From an optimization exercise on the open Yosys and OpenROAD flow, aimed at small area; shortcuts taken in it are not production practice. In this exercise RTL edits were held to simulation tests only and were not proved equivalent to the original. Power and IR drop assume default switching activity.

--- design/flow/design.v ---
module FSd1 (clk24M, rst_n, mix_in, lo_out, mix_out, sig_in, TXD, RXD, led);
    input clk24M, rst_n;
    input [2:0] mix_in;
    input [2:0] sig_in;
    output [2:0] lo_out, mix_out;
    input RXD;
    output TXD;
    output [1:0] led;
    wire rst = ~rst_n;
    reg rst_d;
    always @(posedge clk24M) rst_d <= rst;
    wire [11:0] lo_cyc_d = rst ? 12'd100 : r_lo_cycle;
    reg [11:0] r_lo_cycle;
    reg [1:0]  r_lo_channel;
    reg [2:0]  rx_byte;
    wire       lo_wr;
    wire [11:0] rc0, rc1, rc2;
    wire [23:0] sc0, sc1, sc2;
    wire [2:0]  lo;
    genvar gi;
    generate
        for (gi = 0; gi < 3; gi = gi + 1) begin : ch
            reg [11:0] lo_cnt, lo_cyc;
            reg        r_lo;
            reg        mp, sp;
            reg [11:0] rw, rc;
            reg [23:0] sw, sc;
            wire [12:0] inc = {1'b0, lo_cnt} + 13'd1;
            wire m1 = (inc == {1'b0, lo_cyc});
            wire m2 = (inc == {2'b00, lo_cyc[11:1]});
            always @(posedge clk24M) begin
                mp <= mix_in[gi];
                sp <= sig_in[gi];
                if (rst || (lo_wr && r_lo_channel == gi)) lo_cyc <= lo_cyc_d;
                if (rst_d || (!mp && mix_in[gi])) rc <= rw;
                if (rst_d || (!sp && sig_in[gi])) sc <= sw;
                if (rst) begin
                    lo_cnt <= 12'd0; r_lo <= 1'b0;
                    rw <= 12'd0; sw <= 24'd0;
                end else begin
                    lo_cnt <= m1 ? 12'd0 : inc[11:0];
                    if (m1) r_lo <= 1'b1;
                    else if (m2) r_lo <= 1'b0;
                    if (!mp && mix_in[gi]) rw <= 12'd0;
                    else rw <= rw + 12'd1;
                    if (!sp && sig_in[gi]) sw <= 24'd0;
                    else sw <= sw + 24'd1;
                end
            end
            assign lo[gi] = r_lo;
        end
    endgenerate
    assign rc0 = ch[0].rc; assign rc1 = ch[1].rc; assign rc2 = ch[2].rc;
    assign sc0 = ch[0].sc; assign sc1 = ch[1].sc; assign sc2 = ch[2].sc;
    assign lo_out = lo;
    assign mix_out = mix_in ^ lo;
    reg [28:0] R;
    reg        cy;
    reg        conv;
    reg [7:0]  cnt;    
    reg [3:0]  tph;    
    reg [2:0]  g;      
    reg [3:0]  p;      
    reg [3:0]  db;     
    reg        f_send, f_send_frame;
    wire idle = (tph == 4'd11);
    wire busy = (tph <= 4'd10);
    wire start = rst_d || (tph == 4'd15 && p == 4'd8);
    wire ready = !conv && !start;
    wire fire = idle && ready;
    function [3:0] dd(input [3:0] d, input en);
        reg g;
        begin
            g = en & (d[3] | (d[2] & (d[1] | d[0])));
            dd = {g | d[3],
                  g ? (d[3] & d[0]) : d[2],
                  d[1] ^ (g & ~d[0]),
                  d[0] ^ g};
        end
    endfunction
    wire sconv = p == 4'd8 && tph == 4'd0 && cnt < 8'd192 && cnt[2:0] != 3'd7;
    wire [2:0] j = cnt[2:0];
    wire [4:0] k = cnt[7:3];
    reg en;
    always @(*) begin
        case (j)
            3'd0: en = 1'b1;
            3'd1: en = k[4] | k[3] | k[2];               
            3'd2: en = k[4] | k[3];                      
            3'd3: en = k[4] | (k[3] & k[2]);             
            3'd4: en = k[4];                             
            3'd5: en = k[4] & (k[2] | (k[1] & k[0]));    
            default: en = k[4] & k[2] & k[1] & k[0];     
        endcase
    end
    wire [3:0] c = dd(R[3:0], en);
    wire cin = (j == 3'd0) ? R[28] : cy;
    reg [23:0] val;
    always @(*) begin
        case (g)
            3'd0: val = rst_d ? 24'd0 : {12'd0, rc0};
            3'd1: val = {12'd0, rc1};
            3'd2: val = {12'd0, rc2};
            3'd3: val = sc0;
            3'd4: val = sc1;
            default: val = sc2;
        endcase
    end
    wire raw = !g[2] && !(g[1] & g[0]);
    wire [3:0] digit = raw ? R[15:12] : (p[2:0] == 3'd7) ? {3'd0, R[28]} : R[27:24];
    wire isdig = ~db[3] | (~db[2] & ~db[1]);
    wire drot = tph == 4'd0 && cnt <= 8'd5 && isdig && !p[3] && p != 4'd6;
    always @(posedge clk24M)
        cnt <= (cnt == 8'd207 || (!busy && !conv)) ? 8'd0 : cnt + 8'd1;
    always @(posedge clk24M) begin
        if (rst) begin
            conv <= 1'b0; tph <= 4'd11;
            g <= 3'd0; p <= 4'd3; f_send_frame <= 1'b0;
        end else begin
            if (start) begin
                conv <= 1'b1;
                R <= {val, 5'd0};
            end else if (sconv) begin
                R <= {(j == 3'd6) ? c[3] : R[28], c[2:0], cin, R[27:4]};
                cy <= c[3];
            end else if (drot) begin
                R[27:0] <= {R[3:0], R[27:4]};
            end
            if (conv) begin
                if (cnt == 8'd25) conv <= 1'b0;
            end
            if (fire) tph <= 4'd15;
            else if (tph == 4'd15 || (busy && cnt == 8'd207)) tph <= tph + 4'd1;
            if (fire) begin
                if (!p[3]) begin
                    db <= digit;
                    if (p[2:0] == 3'd0) begin
                        g <= (g == 3'd5) ? 3'd0 : g + 3'd1;
                        p <= 4'd8;
                    end else p <= p - 4'd1;
                end else if (!p[0]) begin
                    if (g == 3'd0) begin
                        db <= 4'd13;             
                        p <= 4'd9;
                    end else begin
                        db <= 4'd12;             
                        p <= (g[2] | (g[1] & g[0])) ? 4'd7 : 4'd3;
                    end
                end else begin
                    db <= 4'd10;                 
                    p <= 4'd3;
                    f_send_frame <= f_send;
                end
            end
        end
    end
    wire [7:0] ch_bits = {2'b00, isdig | (db[3] & db[2] & ~db[0]), isdig, db};
    reg txd;
    always @(*) begin
        case (tph)
            4'd0: txd = 1'b0;
            4'd1: txd = ch_bits[0];
            4'd2: txd = ch_bits[1];
            4'd3: txd = ch_bits[2];
            4'd4: txd = ch_bits[3];
            4'd5: txd = ch_bits[4];
            4'd6: txd = ch_bits[5];
            4'd7: txd = ch_bits[6];
            4'd8: txd = ch_bits[7];
            default: txd = 1'b1;
        endcase
    end
    assign TXD = f_send_frame ? txd : 1'b1;
    localparam [7:0] R0 = 8'h01, R51 = 8'h0a, R103 = 8'h86, R155 = 8'h77, R207 = 8'hab;
    reg [7:0] rcnt;
    reg [3:0] rnb;
    reg [7:0] rdat;
    reg       rs;
    reg       st2;
    wire      ridle = (rnb == 4'd0) || (rnb == 4'd11);
    wire      rlast = (rnb == 4'd10);
    always @(posedge clk24M) begin
        rcnt <= (rst || ridle || rcnt == R207) ? R0 :
                {rcnt[6:0], rcnt[7] ^ rcnt[5] ^ rcnt[4] ^ rcnt[3]};
        if (rst) begin
            rnb <= 4'd0; st2 <= 1'b0;
        end else begin
            st2 <= (rnb == 4'd11);
            if (ridle) begin
                rnb <= RXD ? 4'd0 : 4'd1;
            end else begin
                if (!rlast) begin
                    if (rcnt == R51) rdat <= {RXD, rdat[7:1]};
                    if (rcnt == R103) rs <= RXD;
                    if (rcnt == R155) rdat[7] <= (rdat[7] & rs) | (rdat[7] & RXD) | (rs & RXD);
                end
                if (rcnt == R207) rnb <= rnb + 4'd1;
            end
        end
    end
    reg [3:0] hex;
    always @(*) begin
        case (rdat)
            8'h30: hex = 4'h0; 8'h31: hex = 4'h1; 8'h32: hex = 4'h2; 8'h33: hex = 4'h3;
            8'h34: hex = 4'h4; 8'h35: hex = 4'h5; 8'h36: hex = 4'h6; 8'h37: hex = 4'h7;
            8'h38: hex = 4'h8; 8'h39: hex = 4'h9;
            8'h41: hex = 4'ha; 8'h42: hex = 4'hb; 8'h43: hex = 4'hc;
            8'h44: hex = 4'hd; 8'h45: hex = 4'he; 8'h46: hex = 4'hf;
            8'h61: hex = 4'ha; 8'h62: hex = 4'hb; 8'h63: hex = 4'hc;
            8'h64: hex = 4'hd; 8'h65: hex = 4'he; 8'h66: hex = 4'hf;
            default: hex = 4'h0;
        endcase
    end
    assign lo_wr = st2 && (rx_byte == 3'd4);
    always @(posedge clk24M) begin
        if (rst) begin
            rx_byte <= 3'd0; f_send <= 1'b0;
        end else if (st2) begin
            case (rx_byte)
                3'd0: begin
                    if (rdat == 8'h20) f_send <= ~f_send;
                    else begin
                        r_lo_channel <= hex[1:0];
                        rx_byte <= 3'd1;
                    end
                end
                3'd4: rx_byte <= 3'd0;
                default: begin
                    r_lo_cycle <= {r_lo_cycle[7:0], hex};
                    rx_byte <= rx_byte + 3'd1;
                end
            endcase
        end
    end
    assign led[0] = (rx_byte == 3'd1) ? 1'b0 : 1'b1;
    assign led[1] = (rx_byte == 3'd0) ? 1'b1 : 1'b0;
endmodule
--- design/flow/config.mk ---
export PLATFORM = sky130hd
export DESIGN_NAME = FSd1
export DESIGN_NICKNAME = FSd1
export VERILOG_FILES = /design/flow/design.v
export SDC_FILE = /design/flow/constraint.sdc
export NUM_CORES = 4
export LEC_CHECK = 0
export ABC_AREA = 1
export CAP_MARGIN = 0
export CORE_MARGIN = 2
export CORE_UTILIZATION = 80
export GPL_TIMING_DRIVEN = 0
export SLEW_MARGIN = 0
--- design/flow/standard.sh ---
#!/bin/bash
# synth_recipe.tcl (not shown) runs the flow's synth.tcl, then flattens the netlist and writes it again
# the make line also repeats each setting of config.mk as NAME=value (left out here)
make -C /OpenROAD-flow-scripts/flow DESIGN_CONFIG=/design/flow/config.mk WORK_HOME=/design/flow/orfs CLKGATE_MAP_FILE= SYNTH_SCRIPT=/design/flow/synth_recipe.tcl "${@:-finish}"
--- design/flow/constraint.sdc ---
create_clock -name core_clock -period 10.0 [get_ports {clk24M}]
set_input_delay 2.0000 -clock core_clock [delete_from_list [all_inputs] [get_ports {clk24M}]]
set_output_delay 2.0000 -clock core_clock [all_outputs]
set_load 0.01 [all_outputs]
--- design/flow/flow/run.sh ---
#!/bin/bash
# Layout flow: the standard flow (standard.sh), with two synthesis changes
# that leave the registers as the standard synthesis makes them:
#  - ABC maps the logic with the area script in flow/abc_area.script
#    (a scripts folder that links every ORFS script but that one);
#  - adders are left to ABC as plain logic (ADDER_MAP_FILE empty);
# and two layout changes: the port buffers are the smallest buffer,
# sky130_fd_sc_hd__buf_1, and clock tree synthesis gets its own arguments
# (CTS_ARGS: clusters of up to 32 sinks under clkbuf_16, clkbuf_8 above
# them, no dummy loads).
set -euo pipefail
W=$PWD
mkdir -p "$W/scripts"
for f in "$FLOW_HOME"/scripts/*; do
  ln -sfn "$f" "$W/scripts/$(basename "$f")"
done
rm -f "$W/scripts/abc_area.script"
cp "$W/flow/abc_area.script" "$W/scripts/abc_area.script"
export SCRIPTS_DIR="$W/scripts"
export BUFFER_PORTS_ARGS="-buffer_cell sky130_fd_sc_hd__buf_1"
export CTS_ARGS="-sink_clustering_enable -repair_clock_nets -sink_clustering_size 32 -sink_clustering_max_diameter 120 -buf_list sky130_fd_sc_hd__clkbuf_16 -root_buf sky130_fd_sc_hd__clkbuf_8 -tree_buf sky130_fd_sc_hd__clkbuf_8 -sink_clustering_buffer sky130_fd_sc_hd__clkbuf_16 -dont_use_dummy_load"
bash standard.sh ADDER_MAP_FILE= synth > "$W/synth.log" 2>&1
bash standard.sh ADDER_MAP_FILE= finish > "$W/layout.log" 2>&1
--- design/flow/flow/abc_area.script ---
strash
&get -n
&deepsyn -T 30
&dch -f
&nf -R 1000 -p -F 8 -C 32
&put
topo
dnsize -c
==> impl_metrics.py, run 1 <==
metrics = {
    "worst_setup_path": {
        "start_kind": "input pin",
        "path_common_cell": "buf_1",
        "critPathKind": "input pin to primary output",
        "crit_path_max_incr_delay_ns": 0.17,
        "slowest_stage": "buf_1",
        "critPathArrivalTime_ns": 2.48,
        "path_max_fanout": 3,
        "cp_num_cells": 3,
        "rr_worst_depth": 16,
        "path_delay_family": "buffers and inverters",
        "cp_data_required_time_ns": 8.00,
        "endpoint_kind": "primary output",
        "crit_buf_inv": 2,
        "crit_chain": "buf_1 > xor2_1 > buf_1",
    },
    "pwr": {
        "p_leak_uw": 0.00556,
        "total_power_uw": 2780,
        "switchingPower_uw": 661,
        "p_comb_frac": 0.083,
        "clockPowerShare": 0.255,
        "p_seq_frac": 0.662,
        "intPower_uw": 2120,
        "peakVddDrop_mv": 0.163,
        "swShare": 0.238,
        "p_per_area_mw_per_mm2": 175,
    },
    "hold_path": {
        "hold_path_class": "flip-flop to flip-flop",
        "hold_depth": 2,
    },
    "sta": {
        "slew-limit-headroom": 0.114,
        "setup_tns_ns": 0,
        "post-route-min-period_ns": 4.48,
        "slew_viol_final": 0,
        "rsz0062_at_grt": "no",
        "worstMarginPinSlew_ns": 1.33,
        "fmax_mhz": 223,
        "setup_slack_ns": 5.52,
        "fin_crit_sh": 0.448,
        "whs_ns": 0.444,
        "setup_violations": 0,
        "fin_skew_ns": 0.0569,
        "finalHoldViolCount": 0,
    },
    "clocking": {
        "h-tree-depth": 1,
        "cts.sinks": 393,
        "postCtsSetupBuffers": 0,
        "cts_tree": "yes",
        "clk_pin_slew_ns": 0.12,
        "numCtsBuffers": 16,
        "hold_buffers": 0,
        "cts_resized": 0,
        "clk_path_buf_depth": 3,
        "clk_latency_ns": 0.56,
        "clock-root-buffer": "clkbuf_8",
    },
    "floorplan": {
        "die_y_um": 141,
        "die_x_um": 141,
        "fp.coreArea_mm2": 0.0186,
        "fp-row-count": 50,
        "start_util": 0.807,
        "pin_count": 18,
        "dieArea_mm2": 0.0199,
    },
    "logic_synthesis": {
        "synthCells": 1259,
        "avgSynthCellArea_um2": 11.9,
        "synth_top_flop_cell": "edfxtp_1",
        "synthDistinctLibCells": 46,
        "ys_async_sr_fraction": 0,
        "ys_seq_area_frac": 0.659,
        "syn-cell-area_mm2": 0.0150,
        "ys_ff_latch": 393,
        "synth_edf_count": 201,
        "synth_fp_nets": 1268,
        "yosys_warnings": 1,
    },
    "status": {
        "status": "timing/DRC/antenna clean",
    },
    "global_route": {
        "grt.total_usage": 0.312,
        "grt_pass1_vias": 9456,
        "grt_first_pass_wirelength_mm": 48.8,
        "grt_max_degree": 43,
        "antenna_found_initial": 0,
        "grt_overflow": 0,
    },
    "cells_and_area": {
        "final_common_cell": "edfxtp_1",
        "stdcell_count": 1535,
        "layout_common_cells": "edfxtp_1 (201), dfxtp_1 (192), nor2_1 (126), a21oi_1 (118), o21ai_0 (76)",
        "final_layout_size_suffix_gt1_frac": 0.0262,
        "area_growth_pct": 5.74,
        "final_nets": 1310,
    },
    "routing": {
        "dr.pass1.iters": 9,
        "routedWlPerCell_um": 20.0,
        "route.vias.total": 10146,
        "drc_errors": 0,
        "routed_wirelength_mm": 30.7,
        "drt-initial-drc-count": 1116,
        "vias_per_cell": 6.61,
        "antenna_left": 0,
    },
    "job": {
        "max_cap_violations": 0,
    },
    "place": {
        "gp_congestion": 0.862,
        "hpwl_mm": 21.0,
        "place_ws_ns": 5.52,
        "port_buffers": 17,
        "placed_cells": 1517,
    },
}
routing by layer:
metal  global-route usage  up-vias  share of wire
li1                     -     4784              -
met1                0.440     4916           0.41
met2                0.516      403           0.49
met3               0.0588       43          0.088
met4               0.0700        0          0.015
met5                    0        -              0
per-stage QoR:
step / util / instance area (µm²)
after floorplan: - / 15000
after global placement: 0.827 / 15400
after detailed placement: 0.834 / 15500
after CTS: 0.853 / 15900
after global routing: 0.853 / 15900
final: 0.854 / 15900
cell type report:
class	count	area, µm²
Sequential cell	393	9880
Multi-Input combinational cell	856	5100
Timing Repair Buffer	24	165
Buffer	3	22.5
Tap cell	234	293
Fill cell	984	2720
Clock buffer	16	367
Antenna cell	2	5.00
Inverter	7	26.3
power groups by stage:
| stage | Clock (µW) | Combinational [µW] | Sequential, µW |
|---|---|---|---|
| final | 709 | 230 | 1840 |
| after global routing | 757 | 260 | 1850 |
| after CTS | 708 | 229 | 1840 |
| after detailed placement | 0 | 227 | 1870 |
| after global placement | 0 | 213 | 1870 |
| after floorplan | 0 | 172 | 1850 |
sequential cells by signal, summed over array words and instances (netlist names), 3 cells and up:
signal,cells
ch.mp,3
db,4
g,3
ch.rw,36
ch.rc,36
rdat,8
ch.sw,72
rx_byte,3
rcnt,8
R,29
tph,4
ch.sc,72
rnb,4
cnt,8
ch.sp,3
ch.r_lo,3
ch.lo_cnt,36
ch.lo_cyc,36
r_lo_cycle,12
p,4
worst register-to-register path: cells and delay by family (launching register included):
family                    cells  cell delay (ns)
DFF                           1             0.44
and+or+nand+nor              15             3.57
xor gates and xnor gates      1             0.17
synth_stat cells, types with 4 or more instances:
cell / n / area share
a21o_1: 14 / 0.0070
a2111oi_0: 4 / 0.0023
o21a_1: 13 / 0.0065
and3_1: 41 / 0.017
edfxtp_1: 201 / 0.40
nand3_1: 19 / 0.0063
nor3b_1: 9 / 0.0045
xnor2_1: 51 / 0.030
a21oi_1: 119 / 0.040
nor2b_1: 22 / 0.0092
nand2_1: 58 / 0.015
a222oi_1: 35 / 0.023
nor3_1: 65 / 0.022
nand2b_1: 31 / 0.013
nand4_1: 16 / 0.0067
nor4_1: 9 / 0.0038
clkinv_1: 7 / 0.0018
o2111ai_1: 6 / 0.0035
xor2_1: 50 / 0.029
a31oi_1: 12 / 0.0050
dfxtp_1: 192 / 0.26
nor2_1: 126 / 0.032
nor4b_1: 5 / 0.0029
and2_0: 40 / 0.017
o21ai_0: 78 / 0.026
final timing paths:
kind | from | end | slack, ns
worst max register to register | ch[1].sw[1] | ch[1].sw[23] | 5.71
worst min-delay path | f_send_frame | f_send_frame | 0.44
worst max-delay path | mix_in[1] | mix_out[1] | 5.52
worst min register to register | f_send_frame | f_send_frame | 0.44
cell families (layout without fill, tap and decap cells):
kind of cell	after synthesis	count (layout)	synth area share
flops	393	393	0.659
xor+xnor	101	101	0.0590
simple gates	451	451	0.153
buf+inv	10	50	0.00325
compound gates	300	300	0.124
other cells	0	2	0
mux	4	4	0.00275
==> inputs of run 2 (changes only) <==
--- a/design/flow/config.mk
+++ b/design/flow/config.mk
@@ -8,6 +8,7 @@
 export ABC_AREA = 1
 export CAP_MARGIN = 0
 export CORE_MARGIN = 2
-export CORE_UTILIZATION = 80
+export CORE_UTILIZATION = 70
 export GPL_TIMING_DRIVEN = 0
+export PLACE_DENSITY = 0.9
 export SLEW_MARGIN = 0
==> run 2 against run 1 <==
  * Still clean on timing, DRC and antenna
  * Cell area about the same
  * Combinational power about the same
  * Sequential power about the same
  * Largest cell class unchanged
  * Critical path type unchanged
  * Synthesized cell count unchanged
  * Die area up 14%
  * Setup slack worse by 0.045 ns
  * Fmax down 1.0%
==> impl_metrics.py, run 2 <==
metrics = {
    "clocking": {
        "numCtsBuffers": 16,
        "postCtsSetupBuffers": 0,
        "cts.sinks": 393,
        "h-tree-depth": 1,
        "clk_pin_slew_ns": 0.12,
        "hold_buffers": 0,
        "cts_resized": 0,
        "cts_tree": "yes",
        "clk_path_buf_depth": 3,
        "clock-root-buffer": "clkbuf_8",
        "clk_latency_ns": 0.57,
    },
    "floorplan": {
        "die_y_um": 150,
        "fp.coreArea_mm2": 0.0210,
        "die_x_um": 150,
        "dieArea_mm2": 0.0226,
        "start_util": 0.714,
        "fp-row-count": 53,
        "pin_count": 18,
    },
    "place": {
        "hpwl_mm": 21.9,
        "port_buffers": 17,
        "place_ws_ns": 5.13,
        "gp_congestion": 0.861,
    },
    "sta": {
        "rsz0062_at_grt": "no",
        "setup_violations": 0,
        "slew_viol_final": 0,
        "setup_tns_ns": 0,
        "fin_crit_sh": 0.453,
        "finalHoldViolCount": 0,
        "fmax_mhz": 221,
        "fin_skew_ns": 0.0625,
        "post-route-min-period_ns": 4.53,
        "slew-limit-headroom": 0.157,
        "worstMarginPinSlew_ns": 1.27,
        "setup_slack_ns": 5.47,
    },
    "routing": {
        "routedWlPerCell_um": 19.9,
        "route.vias.total": 10290,
        "antenna_left": 0,
        "drc_errors": 0,
        "drt-initial-drc-count": 1429,
        "dr.pass1.iters": 7,
        "routed_wirelength_mm": 31.3,
        "vias_per_cell": 6.55,
    },
    "cells_and_area": {
        "layout_common_cells": "edfxtp_1 (201), dfxtp_1 (192), nor2_1 (126), a21oi_1 (118), o21ai_0 (76)",
        "fillCellCount": 1281,
        "regArea_mm2": 0.00988,
        "diodes": 0,
        "final_layout_size_suffix_gt1_frac": 0.0247,
        "post-route-util": 0.755,
        "multiInputGateArea_mm2": 0.00510,
        "area_growth_pct": 5.84,
        "final_common_cell": "edfxtp_1",
        "top_regs": "ch.sc (72), ch.sw (72)",
        "final_nets": 1308,
    },
    "global_route": {
        "grt.total_usage": 0.281,
        "grt_first_pass_wirelength_mm": 50.0,
        "antenna_found_initial": 0,
        "grt_overflow": 0,
        "grt_max_degree": 51,
        "grt_pass1_vias": 9720,
    },
    "pwr": {
        "p_per_area_mw_per_mm2": 175,
        "p_leak_uw": 0.00554,
        "peakVddDrop_mv": 0.129,
        "total_power_uw": 2770,
    },
    "worst_setup_path": {
        "crit_chain": "buf_1 > xor2_1 > buf_1",
        "cp_data_required_time_ns": 8.00,
        "critPathArrivalTime_ns": 2.53,
        "crit_buf_inv": 2,
        "slowest_stage": "buf_1",
        "critPathKind": "input pin to primary output",
        "start_kind": "input pin",
        "endpoint_kind": "primary output",
        "path_max_fanout": 3,
        "path_common_cell": "buf_1",
        "path_delay_family": "buffers and inverters",
        "crit_path_max_incr_delay_ns": 0.19,
    },
    "logic_synthesis": {
        "avgSynthCellArea_um2": 11.9,
        "post-synth-top-area-cell": "edfxtp_1",
        "ys_seq_area_frac": 0.659,
        "yosys_warnings": 1,
        "ys_async_sr_fraction": 0,
        "synth_top_flop_cell": "edfxtp_1",
        "synth_most_common_cell": "edfxtp_1",
        "synth_fp_nets": 1268,
        "synth_edf_count": 201,
        "synthDistinctLibCells": 46,
        "netlist.area_leader.share": 0.402,
        "syn-cell-area_mm2": 0.0150,
        "ys_ff_latch": 393,
        "synth.area.top_cells": "edfxtp_1 (40%), dfxtp_1 (26%), a21oi_1 (4.0%)",
        "synth_common_cells": "edfxtp_1 (201), dfxtp_1 (192), nor2_1 (126), a21oi_1 (119), o21ai_0 (78)",
        "synthCells": 1259,
    },
    "hold_path": {
        "hold_path_class": "flip-flop to flip-flop",
    },
    "job": {
        "max_cap_violations": 0,
    },
    "status": {
        "status": "timing/DRC/antenna clean",
    },
}
## run 2: changes by cell type in the layout (fill, tap and decap cells not counted)
| cell | change |
|---|---|
| diode_2 | -2 |
| buf_12 | -1 |
| buf_6 | -1 |
## run 2: path summary, 6_finish.rpt
check	start	endpoint	slack (ns)	cells after the start
setup / recovery	mix_in[1]	mix_out[1]	5.47	3
hold reg to reg	ch[0].rw[10]	ch[0].rc[10]	0.39	0
setup reg to reg	ch[1].sw[0]	ch[1].sw[23]	5.88	16
hold / removal	ch[0].rw[10]	ch[0].rc[10]	0.39	0
## run 2: through the flow
| step | cell area, µm² | hold WS (ns) | std cells |
|---|---|---|---|
| 3_3_place_gp | 15400 | 0.419 | 1551 |
| 3_5_place_dp | 15500 | 0.428 | 1556 |
| 4_1_cts | 15900 | 0.394 | 1572 |
| 6_report | 15900 | 0.389 | 1572 |
| 2_1_floorplan | 15000 | 0.414 | 1259 |
| 5_1_grt | 15900 | 0.407 | 1572 |
## run 2: final cells by class
cell class	count	area share
Buffer	3	0.00142
Clock buffer	16	0.0231
Inverter	7	0.00165
Multi-Input combinational cell	856	0.321
Sequential cell	393	0.622
Tap cell	275	0.0217
Timing Repair Buffer	22	0.00843
## run 2: logic make-up after synthesis
| group | Yosys count | synth area share |
|---|---|---|
| buffers and inverters | 10 | 0.00325 |
| AND/OR/NAND/NOR | 451 | 0.153 |
| XOR/XNOR | 101 | 0.0590 |
| multiplexers | 4 | 0.00275 |
| AO/OA/AOI/OAI | 300 | 0.124 |
| flip-flops | 393 | 0.659 |
## run 2: report_power, final
part	internal, µW	leakage, µW	switching (µW)
Sequential	1760	0.00361	74.4
Clock	263	0.000182	441
Combinational	87.3	0.00175	143
## run 2: worst reg2reg max path: cells and delay by family, from the launching register on
| family | cells | cell delay, ns |
|---|---|---|
| AND/OR/NAND/NOR | 15 | 3.44 |
| flip-flops | 1 | 0.42 |
| XOR/XNOR | 1 | 0.14 |
## run 2: routing by layer
layer / wire [µm] / GRT usage / vias up
li1: - / - / 4779
met1: 12400 / 0.385 / 4948
met2: 15400 / 0.473 / 488
met3: 2480 / 0.0264 / 75
met4: 994 / 0.103 / 0
met5: 0 / 0 / -
==> inputs of run 3 (changes only) <==
--- a/design/flow/config.mk
+++ b/design/flow/config.mk
@@ -10,5 +10,4 @@
 export CORE_MARGIN = 2
 export CORE_UTILIZATION = 70
 export GPL_TIMING_DRIVEN = 0
-export PLACE_DENSITY = 0.9
 export SLEW_MARGIN = 0
==> run 3 against run 2 <==
  * Clock power barely moved
  * Sequential share of layout area fell by 0.12 points
  * Synthesized cell count did not move
  * Largest power group unchanged
  * Routed wire length fell by 7.9%
  * Die area did not move
  * Still clean
  * Critical path type unchanged
  * Power fell by 0.11%
  * Largest cell class unchanged
==> impl_metrics.py, run 3 <==
metrics = {
    "status": {
        "status": "timing/DRC/antenna clean",
    },
    "logic_synthesis": {
        "syn-cell-area_mm2": 0.0150,
        "synth_common_cells": "edfxtp_1 (201), dfxtp_1 (192), nor2_1 (126), a21oi_1 (119), o21ai_0 (78)",
        "avgSynthCellArea_um2": 11.9,
        "ys_ff_latch": 393,
        "synthDistinctLibCells": 46,
        "synth_top_flop_cell": "edfxtp_1",
        "yosys_warnings": 1,
        "post-synth-top-area-cell": "edfxtp_1",
        "synth_most_common_cell": "edfxtp_1",
        "ys_seq_area_frac": 0.659,
        "synthCells": 1259,
        "synth_edf_count": 201,
        "ys_async_sr_fraction": 0,
        "netlist.area_leader.share": 0.402,
        "synth.area.top_cells": "edfxtp_1 (40%), dfxtp_1 (26%), a21oi_1 (4.0%)",
        "synth_fp_nets": 1268,
    },
    "worst_setup_path": {
        "crit_path_max_incr_delay_ns": 0.22,
        "path_common_cell": "buf_1",
        "path_delay_family": "buffers and inverters",
        "critPathArrivalTime_ns": 2.55,
        "critPathKind": "input pin to primary output",
        "slowest_stage": "buf_1",
        "cp_num_cells": 3,
        "crit_buf_inv": 2,
        "rr_worst_depth": 16,
        "start_kind": "input pin",
        "path_max_fanout": 3,
        "crit_chain": "buf_1 > xor2_1 > buf_1",
        "endpoint_kind": "primary output",
        "cp_data_required_time_ns": 8.00,
    },
    "sta": {
        "worstMarginPinSlew_ns": 1.34,
        "setup_violations": 0,
        "whs_ns": 0.445,
        "setup_tns_ns": 0,
        "finalHoldViolCount": 0,
        "slew_viol_final": 0,
        "slew-limit-headroom": 0.109,
        "fin_skew_ns": 0.0554,
        "post-route-min-period_ns": 4.55,
        "setup_slack_ns": 5.45,
        "fmax_mhz": 220,
        "rsz0062_at_grt": "no",
        "fin_crit_sh": 0.455,
    },
    "place": {
        "port_buffers": 17,
        "gp_congestion": 0.853,
        "hpwl_mm": 20.0,
        "place_ws_ns": 5.47,
        "placed_cells": 1558,
    },
    "cells_and_area": {
        "regArea_mm2": 0.00988,
        "final_layout_size_suffix_gt1_frac": 0.0262,
        "fillCellCount": 1413,
        "multiInputGateArea_mm2": 0.00510,
        "stdcell_count": 1574,
        "final_common_cell": "edfxtp_1",
        "area_growth_pct": 6.04,
        "top_regs": "ch.sc (72), ch.sw (72)",
        "final_nets": 1310,
        "diodes": 0,
        "post-route-util": 0.757,
        "layout_common_cells": "edfxtp_1 (201), dfxtp_1 (192), nor2_1 (126), a21oi_1 (118), o21ai_0 (76)",
    },
    "floorplan": {
        "die_x_um": 150,
        "start_util": 0.714,
        "die_y_um": 150,
        "fp.coreArea_mm2": 0.0210,
        "pin_count": 18,
        "dieArea_mm2": 0.0226,
        "fp-row-count": 53,
    },
    "pwr": {
        "p_seq_frac": 0.662,
        "p_per_area_mw_per_mm2": 174,
        "intPower_uw": 2110,
        "swShare": 0.236,
        "peakVddDrop_mv": 0.135,
        "switchingPower_uw": 655,
        "clockPowerShare": 0.255,
        "p_comb_frac": 0.083,
        "p_leak_uw": 0.00555,
    },
    "global_route": {
        "use_met2": 0.401,
        "antenna_found_initial": 0,
        "grt_pass1_vias": 8986,
        "grt.total_usage": 0.259,
        "gr-max-usage-layer": "met2",
        "grt_first_pass_wirelength_mm": 45.7,
        "grt_overflow": 0,
        "met3_usage": 0.0464,
        "use_met1": 0.383,
        "grt_max_degree": 49,
    },
    "routing": {
        "routedWlPerCell_um": 18.3,
        "drt-initial-drc-count": 972,
        "dr.pass1.iters": 8,
        "vias_per_cell": 6.15,
        "routed_wirelength_mm": 28.8,
        "drc_errors": 0,
        "antenna_left": 0,
        "route.vias.total": 9676,
    },
    "clocking": {
        "clk_path_buf_depth": 3,
        "numCtsBuffers": 16,
        "cts.sinks": 393,
        "h-tree-depth": 1,
        "cts_resized": 0,
        "hold_buffers": 0,
        "clk_pin_slew_ns": 0.11,
        "cts_tree": "yes",
        "clk_latency_ns": 0.58,
        "postCtsSetupBuffers": 0,
        "clock-root-buffer": "clkbuf_8",
    },
    "hold_path": {
        "hold_depth": 0,
        "hold_path_class": "flip-flop to flip-flop",
    },
    "job": {
        "max_cap_violations": 0,
    },
}
[run 3: cell families after synthesis]
logic type                after synthesis  synth area share
DFF                                   393             0.659
and+or+nand+nor                       451             0.153
AOI/OAI and AO/OA                     300             0.124
muxes                                   4           0.00275
xor gates and xnor gates              101            0.0590
buffers and inverters                  10           0.00325
[run 3: routing by layer]
layer,up-vias,routed length [µm]
li1,4784,-
met1,4601,13300
met2,247,12900
met3,44,1860
met4,0,669
met5,-,0
[run 3: worst paths after layout]
kind	startpoint	endpoint	slack [ns]
worst max-delay path	mix_in[1]	mix_out[1]	5.45
worst min-delay path	ch[0].sw[3]	ch[0].sc[3]	0.44
worst max register to register	ch[1].sw[0]	ch[1].sw[23]	5.86
worst min register to register	ch[0].sw[3]	ch[0].sc[3]	0.44
[run 3: final cells by class]
class                           count  share of cell area
Sequential cell                   393               0.621
Tap cell                          275              0.0216
Clock buffer                       16              0.0230
Buffer                              3             0.00142
Inverter                            7             0.00165
Timing Repair Buffer               24              0.0103
Multi-Input combinational cell    856               0.321
[run 3: power by group through the flow]
stage | Sequential [µW] | Clock, µW | Combinational (µW)
finish | 1840 | 705 | 230
global route | 1850 | 767 | 257
CTS | 1830 | 714 | 229
floorplan | 1850 | 0 | 172
detailed placement | 1870 | 0 | 227
global placement | 1870 | 0 | 216
[run 3: through the flow]
| stage | power [µW] | instance area [µm²] |
|---|---|---|
| global placement | 2080 | 15400 |
| finish | 2770 | 15900 |
| detailed placement | 2100 | 15500 |
| CTS | 2780 | 15900 |
| floorplan | 2020 | 15000 |
| global route | 2870 | 15900 |
[run 3: worst register-to-register path, stage by stage (launching register included)]
cell and delay, ns:
dfxtp_1 0.43, and3_1 0.22, and2_0 0.26, and3_1 0.27, and3_1 0.21, and2_0 0.24
and3_1 0.25, and2_0 0.25, and3_1 0.23, and2_0 0.29, and3_1 0.23, and2_0 0.27
and3_1 0.24, and2_0 0.27, nand3_1 0.14, xor2_1 0.15, nor2_1 0.05
==> inputs of run 4 (changes only) <==
--- a/design/flow/flow/run.sh
+++ b/design/flow/flow/run.sh
@@ -18,6 +18,6 @@
 cp "$W/flow/abc_area.script" "$W/scripts/abc_area.script"
 export SCRIPTS_DIR="$W/scripts"
 export BUFFER_PORTS_ARGS="-buffer_cell sky130_fd_sc_hd__buf_1"
-export CTS_ARGS="-sink_clustering_enable -repair_clock_nets -sink_clustering_size 32 -sink_clustering_max_diameter 120 -buf_list sky130_fd_sc_hd__clkbuf_16 -root_buf sky130_fd_sc_hd__clkbuf_8 -tree_buf sky130_fd_sc_hd__clkbuf_8 -sink_clustering_buffer sky130_fd_sc_hd__clkbuf_16 -dont_use_dummy_load"
+export CTS_ARGS="-sink_clustering_enable -repair_clock_nets -sink_clustering_size 18 -sink_clustering_max_diameter 80 -buf_list sky130_fd_sc_hd__clkbuf_8 -root_buf sky130_fd_sc_hd__clkbuf_8 -tree_buf sky130_fd_sc_hd__clkbuf_8 -sink_clustering_buffer sky130_fd_sc_hd__clkbuf_8 -dont_use_dummy_load"
 bash standard.sh ADDER_MAP_FILE= synth > "$W/synth.log" 2>&1
 bash standard.sh ADDER_MAP_FILE= finish > "$W/layout.log" 2>&1
==> run 4 against run 3 <==
  * Die area unchanged
  * Via count up 0.56%
  * Synthesized cell count unchanged
  * Critical path depth unchanged
  * Clock skew down 0.030 ns
  * Cell area down 0.14%
  * Power down 1.3%
  * Critical endpoint unchanged
  * Global-route usage up 0.068 points
  * Cell count up 0.57%
==> impl_metrics.py, run 4 <==
metrics = {
    "logic_synthesis": {
        "synthDistinctLibCells": 46,
        "post-synth-top-area-cell": "edfxtp_1",
        "synth_common_cells": "edfxtp_1 (201), dfxtp_1 (192), nor2_1 (126), a21oi_1 (119), o21ai_0 (78)",
        "synth_most_common_cell": "edfxtp_1",
        "synthCells": 1259,
        "ys_async_sr_fraction": 0,
        "synth_top_flop_cell": "edfxtp_1",
        "synth_edf_count": 201,
        "synth.area.top_cells": "edfxtp_1 (40%), dfxtp_1 (26%), a21oi_1 (4.0%)",
        "yosys_warnings": 1,
        "netlist.area_leader.share": 0.402,
        "avgSynthCellArea_um2": 11.9,
        "ys_ff_latch": 393,
        "ys_seq_area_frac": 0.659,
        "synth_fp_nets": 1268,
        "syn-cell-area_mm2": 0.0150,
    },
    "cells_and_area": {
        "top_regs": "ch.sc (72), ch.sw (72)",
        "layout_common_cells": "edfxtp_1 (201), dfxtp_1 (192), nor2_1 (126), a21oi_1 (118), o21ai_0 (76)",
        "fillCellCount": 1427,
        "regArea_mm2": 0.00988,
        "final_layout_size_suffix_gt1_frac": 0.0329,
        "diodes": 0,
        "multiInputGateArea_mm2": 0.00510,
        "final_nets": 1319,
        "final_common_cell": "edfxtp_1",
        "area_growth_pct": 5.89,
        "design_area_mm2": 0.0159,
    },
    "sta": {
        "fmax_mhz": 220,
        "slew_viol_final": 0,
        "fin_skew_ns": 0.0251,
        "worstMarginPinSlew_ns": 1.33,
        "setup_tns_ns": 0,
        "setup_violations": 0,
        "finalHoldViolCount": 0,
        "fin_crit_sh": 0.455,
        "rsz0062_at_grt": "no",
        "slew-limit-headroom": 0.115,
        "post-route-min-period_ns": 4.55,
    },
    "pwr": {
        "p_comb_frac": 0.084,
        "intPower_uw": 2080,
        "clockPowerShare": 0.245,
        "peakVddDrop_mv": 0.124,
        "p_seq_frac": 0.671,
        "p_leak_uw": 0.00555,
        "p_per_area_mw_per_mm2": 172,
        "swShare": 0.240,
        "switchingPower_uw": 657,
    },
    "routing": {
        "routed_wirelength_mm": 28.7,
        "dr.pass1.iters": 8,
        "routedWlPerCell_um": 18.1,
        "vias_per_cell": 6.15,
        "route.vias.total": 9730,
        "antenna_left": 0,
        "drc_errors": 0,
        "drt-initial-drc-count": 939,
    },
    "place": {
        "dpl-instance-area_mm2": 0.0155,
        "port_buffers": 17,
        "gp_congestion": 0.853,
        "hpwl_mm": 20.0,
    },
    "global_route": {
        "grt_max_degree": 49,
        "grt.total_usage": 0.260,
        "grt_overflow": 0,
        "antenna_found_initial": 0,
        "grt_first_pass_wirelength_mm": 45.8,
        "grt_pass1_vias": 8971,
    },
    "job": {
        "max_cap_violations": 0,
    },
    "clocking": {
        "h-tree-depth": 1,
        "hold_buffers": 0,
        "cts_resized": 0,
        "clock-root-buffer": "clkbuf_8",
        "clk_latency_ns": 0.57,
        "clk_path_buf_depth": 3,
        "numCtsBuffers": 25,
        "cts.sinks": 393,
        "clk_pin_slew_ns": 0.11,
        "cts_tree": "yes",
        "postCtsSetupBuffers": 0,
    },
    "worst_setup_path": {
        "critPathArrivalTime_ns": 2.55,
        "r2r_start": "ch[1].sw[0]",
        "path_max_fanout": 3,
        "endpoint_kind": "primary output",
        "critPathKind": "input pin to primary output",
        "start_kind": "input pin",
        "crit_start": "mix_in[1]",
        "cp_data_required_time_ns": 8.00,
    },
    "floorplan": {
        "dieArea_mm2": 0.0226,
        "fp-row-count": 53,
        "start_util": 0.714,
        "die_y_um": 150,
        "fp.coreArea_mm2": 0.0210,
        "die_x_um": 150,
        "pin_count": 18,
    },
    "hold_path": {
        "hold_path_startpoint": "f_send_frame",
        "hold_path_class": "flip-flop to flip-flop",
    },
    "status": {
        "status": "timing/DRC/antenna clean",
    },
}
## run 4: cell counts after synthesis
Identical to the previous run, type by type.
## run 4: critical path: stages
cell    delay, ns
buf_1        0.22
xor2_1       0.17
buf_1        0.16
## run 4: kinds of logic after synthesis
family / after synthesis / share of synthesized area
muxes: 4 / 0.00275
xor gates and xnor gates: 101 / 0.0590
and+or+nand+nor: 451 / 0.153
DFF: 393 / 0.659
AOI/OAI and AO/OA: 300 / 0.124
buffers and inverters: 10 / 0.00325
## run 4: final timing paths
kind / slack (ns) / endpoint / depth (start not counted)
max: 5.45 / mix_out[1] / 3
min: 0.45 / f_send_frame / 2
max reg2reg: 5.87 / ch[1].sw[23] / 16
min reg2reg: 0.45 / f_send_frame / 2
## run 4: area by class of cell
cell class | count | area share
Inverter | 7 | 0.00165
Multi-Input combinational cell | 856 | 0.321
Tap cell | 275 | 0.0217
Clock buffer | 25 | 0.0217
Timing Repair Buffer | 24 | 0.0103
Sequential cell | 393 | 0.622
Buffer | 3 | 0.00142
## run 4: metrics by stage
step / utilization / setup WS (ns) / power [µW] / cells / hold WS [ns]
finish: 0.756 / 5.45 / 2730 / 1583 / 0.449
floorplan: - / 5.43 / 2020 / 1259 / 0.414
detailed placement: 0.739 / 5.47 / 2100 / 1558 / 0.431
CTS: 0.756 / 5.46 / 2740 / 1583 / 0.456
global placement: 0.733 / 2.57 / 2080 / 1551 / 0.420
global route: 0.756 / 5.42 / 2850 / 1583 / 0.464
## run 4: routing by layer
metal / track usage / wire [µm]
met4: 0.0651 / 596
met5: 0 / 0
met1: 0.384 / 13200
met3: 0.0530 / 2030
met2: 0.398 / 12800
## run 4: power by group through the flow
stage | combinational (µW) | clock [µW] | sequential [µW]
2_1_floorplan | 172 | 0 | 1850
3_3_place_gp | 216 | 0 | 1870
3_5_place_dp | 227 | 0 | 1870
4_1_cts | 229 | 683 | 1830
5_1_grt | 257 | 745 | 1850
6_report | 229 | 671 | 1830
==> inputs of run 5 (changes only) <==
--- a/design/flow/flow/run.sh
+++ b/design/flow/flow/run.sh
@@ -6,8 +6,8 @@
 #  - adders are left to ABC as plain logic (ADDER_MAP_FILE empty);
 # and two layout changes: the port buffers are the smallest buffer,
 # sky130_fd_sc_hd__buf_1, and clock tree synthesis gets its own arguments
-# (CTS_ARGS: clusters of up to 32 sinks under clkbuf_16, clkbuf_8 above
-# them, no dummy loads).
+# (CTS_ARGS: clusters of up to 18 sinks, clkbuf_8 throughout, no dummy
+# loads).
 set -euo pipefail
 W=$PWD
 mkdir -p "$W/scripts"
--- a/design/flow/config.mk
+++ b/design/flow/config.mk
@@ -10,4 +10,5 @@
 export CORE_MARGIN = 2
 export CORE_UTILIZATION = 70
 export GPL_TIMING_DRIVEN = 0
+export PLACE_DENSITY = 0.9
 export SLEW_MARGIN = 0
==> run 5 against run 4 <==
  * Fmax grew 0.38%
  * Utilization is 0.14 points lower
  * Sequential share of layout area is 0.12 points higher
  * Power rose by 0.41%
  * Critical path type unchanged
  * Still clean
  * Combinational power about the same
  * Flip-flop and latch count unchanged
  * Synthesized cell count unchanged
  * Clock skew up 0.0035 ns
  * Highest routed layer unchanged
  * Cell count decreased by 0.13%
  * Register-to-register slack got worse by 0.05 ns
  * Area after synthesis stayed put
  * Clock power is 1% higher
  * Largest power group unchanged
==> impl_metrics.py, run 5 <==
metrics = {
    "status": {
        "status": "timing/DRC/antenna clean",
    },
    "worst_setup_path": {
        "slowest_stage": "buf_1",
        "critPathKind": "input pin to primary output",
        "timing.rr.end": "ch[1].sw[23]",
        "crit_path_max_incr_delay_ns": 0.19,
        "cp_data_required_time_ns": 8.00,
        "r2r_start": "ch[1].sw[0]",
        "rr_worst_depth": 16,
        "endpoint_kind": "primary output",
        "ff2ff_setup_slack_ns": 5.82,
        "start_kind": "input pin",
        "path_max_fanout": 3,
        "path_common_cell": "buf_1",
        "critPathArrivalTime_ns": 2.53,
        "crit_chain": "buf_1 > xor2_1 > buf_1",
    },
    "floorplan": {
        "start_util": 0.714,
        "die_x_um": 150,
        "pin_count": 18,
        "dieArea_mm2": 0.0226,
        "fp-row-count": 53,
        "fp.coreArea_mm2": 0.0210,
        "die_y_um": 150,
    },
    "cells_and_area": {
        "final_layout_size_suffix_gt1_frac": 0.0314,
        "post-route-util": 0.754,
        "final_nets": 1317,
        "final_common_cell": "edfxtp_1",
        "diodes": 0,
        "multiInputGateArea_mm2": 0.00510,
        "regArea_mm2": 0.00988,
        "layout_common_cells": "edfxtp_1 (201), dfxtp_1 (192), nor2_1 (126), a21oi_1 (118), o21ai_0 (76)",
        "area_growth_pct": 5.69,
        "top_regs": "ch.sc (72), ch.sw (72)",
        "fillCellCount": 1287,
    },
    "clocking": {
        "clock-root-buffer": "clkbuf_8",
        "cts_tree": "yes",
        "cts_resized": 0,
        "clk_latency_ns": 0.58,
        "clk_path_buf_depth": 3,
        "h-tree-depth": 1,
        "hold_buffers": 0,
        "numCtsBuffers": 25,
        "clk_pin_slew_ns": 0.10,
        "cts.sinks": 393,
        "postCtsSetupBuffers": 0,
    },
    "sta": {
        "setup_violations": 0,
        "finalHoldViolCount": 0,
        "slew_viol_final": 0,
        "fin_skew_ns": 0.0286,
        "post-route-min-period_ns": 4.53,
        "setup_tns_ns": 0,
        "fin_crit_sh": 0.453,
        "worstMarginPinSlew_ns": 1.32,
        "rsz0062_at_grt": "no",
        "slew-limit-headroom": 0.120,
        "fmax_mhz": 221,
    },
    "hold_path": {
        "whs_endpoint": "f_send_frame",
        "hold_path_startpoint": "f_send_frame",
        "hold_depth": 2,
        "hold_path_class": "flip-flop to flip-flop",
    },
    "pwr": {
        "p_leak_uw": 0.00554,
        "peakVddDrop_mv": 0.114,
        "p_per_area_mw_per_mm2": 173,
    },
    "logic_synthesis": {
        "netlist.area_leader.share": 0.402,
        "synth_fp_nets": 1268,
        "avgSynthCellArea_um2": 11.9,
        "post-synth-top-area-cell": "edfxtp_1",
        "ys_ff_latch": 393,
        "synth_common_cells": "edfxtp_1 (201), dfxtp_1 (192), nor2_1 (126), a21oi_1 (119), o21ai_0 (78)",
        "synth.area.top_cells": "edfxtp_1 (40%), dfxtp_1 (26%), a21oi_1 (4.0%)",
        "synth_top_flop_cell": "edfxtp_1",
        "synthCells": 1259,
        "yosys_warnings": 1,
        "ys_seq_area_frac": 0.659,
        "synth_edf_count": 201,
        "syn-cell-area_mm2": 0.0150,
        "synthDistinctLibCells": 46,
        "synth_most_common_cell": "edfxtp_1",
        "ys_async_sr_fraction": 0,
    },
    "place": {
        "gp_congestion": 0.861,
        "hpwl_mm": 21.9,
        "port_buffers": 17,
    },
    "routing": {
        "route.vias.total": 10268,
        "routed_wirelength_mm": 31.2,
        "antenna_left": 0,
        "routedWlPerCell_um": 19.7,
        "vias_per_cell": 6.49,
        "dr.pass1.iters": 10,
        "drt-initial-drc-count": 1236,
        "drc_errors": 0,
    },
    "global_route": {
        "antenna_found_initial": 0,
        "grt_max_degree": 51,
        "grt_first_pass_wirelength_mm": 49.7,
        "grt.total_usage": 0.280,
        "grt_overflow": 0,
        "grt_pass1_vias": 9867,
    },
    "job": {
        "max_cap_violations": 0,
    },
}
==> run 5: metal layers <==
metal,part of all wire,global-route usage
met1,0.40,0.372
met2,0.48,0.463
met3,0.081,0.0467
met4,0.041,0.112
met5,0,0
==> run 5: how the worst max path moves through the flow <==
| stage | start | end | slack (ns) | cells past startpoint |
|---|---|---|---|---|
| finish | mix_in[1] | mix_out[1] | 5.47 | 3 |
| global route | ch[1].sw[0] | ch[1].sw[23] | 5.41 | 16 |
| CTS | mix_in[1] | mix_out[1] | 5.47 | 3 |
| detailed placement | rst_n | db[0] | 5.13 | 3 |
| global placement | rst_n | R[16] | 2.77 | 3 |
| floorplan | rst_n | R[0] | 5.43 | 2 |
==> run 5: worst max-delay path, delay by kind of cell <==
kind,cells,cell delay (ns)
buf+inv,2,0.37
xor+xnor,1,0.16
==> run 5: stage by stage <==
step / setup slack, ns / instance area (µm²) / std cells / total power (µW) / hold slack, ns
2_1_floorplan: 5.43 / 15000 / 1259 / 2020 / 0.414
3_3_place_gp: 2.77 / 15400 / 1551 / 2080 / 0.419
3_5_place_dp: 5.13 / 15500 / 1556 / 2100 / 0.428
4_1_cts: 5.47 / 15900 / 1581 / 2750 / 0.453
5_1_grt: 5.41 / 15900 / 1581 / 2840 / 0.466
6_report: 5.47 / 15900 / 1581 / 2750 / 0.448
==> run 5: report_power, final <==
part | internal [µW] | switching, µW
Clock | 225 | 453
Sequential | 1760 | 74.3
Combinational | 87.3 | 141
Total | 2080 | 669
==> run 5: kinds of logic after synthesis <==
kind of cell / Yosys count / synth area share
AO/OA/AOI/OAI: 300 / 0.124
XOR/XNOR: 101 / 0.0590
buffers and inverters: 10 / 0.00325
flip-flops: 393 / 0.659
multiplexers: 4 / 0.00275
AND/OR/NAND/NOR: 451 / 0.153
==> run 5: final cells by class <==
class                      instances  area share
sequential                       393       0.623
multi-input combinational        856       0.322
clock buffer                      25      0.0217
tap                              275      0.0217
timing repair buffer              22     0.00844
inverter                           7     0.00166
buffer                             3     0.00142

port drivers added, routing unchanged:
The results above use ideal ports. As a check the final layouts listed here were re-extracted and re-timed, cells and wires unchanged.
Step 1 sets driving cells, clkbuf_16 on the clock port and buf_2 on the other inputs (assumed; they add their load-dependent delay and slew).
Step 2 moves the port delays by t, midway between the first and last clock arrival at a register: inputs arrive t later, outputs are due t later. That takes back most of the time a late clock gives input paths.
a / b / c = ideal / step 1 / step 2; a / b = the first two.
run | t (ns) | slack for setup (ns) | cell pins on the clock port's net
run 1 | 0.583 | 5.520 / 5.498 / 5.498 | 1
run 2 | 0.579 | 5.475 / 5.452 / 5.156 | 1
run 3 | 0.592 | 5.455 / 5.426 / 5.426 | 1
run 4 | 0.605 | 5.453 / 5.424 / 5.424 | 1
run 5 | 0.611 | 5.470 / 5.446 / 5.144 | 1
After both steps setup and hold are still met in every run listed. The setup slack of run 5, which loses most, moves by -0.024 ns with the drivers and by -0.326 ns with both steps.
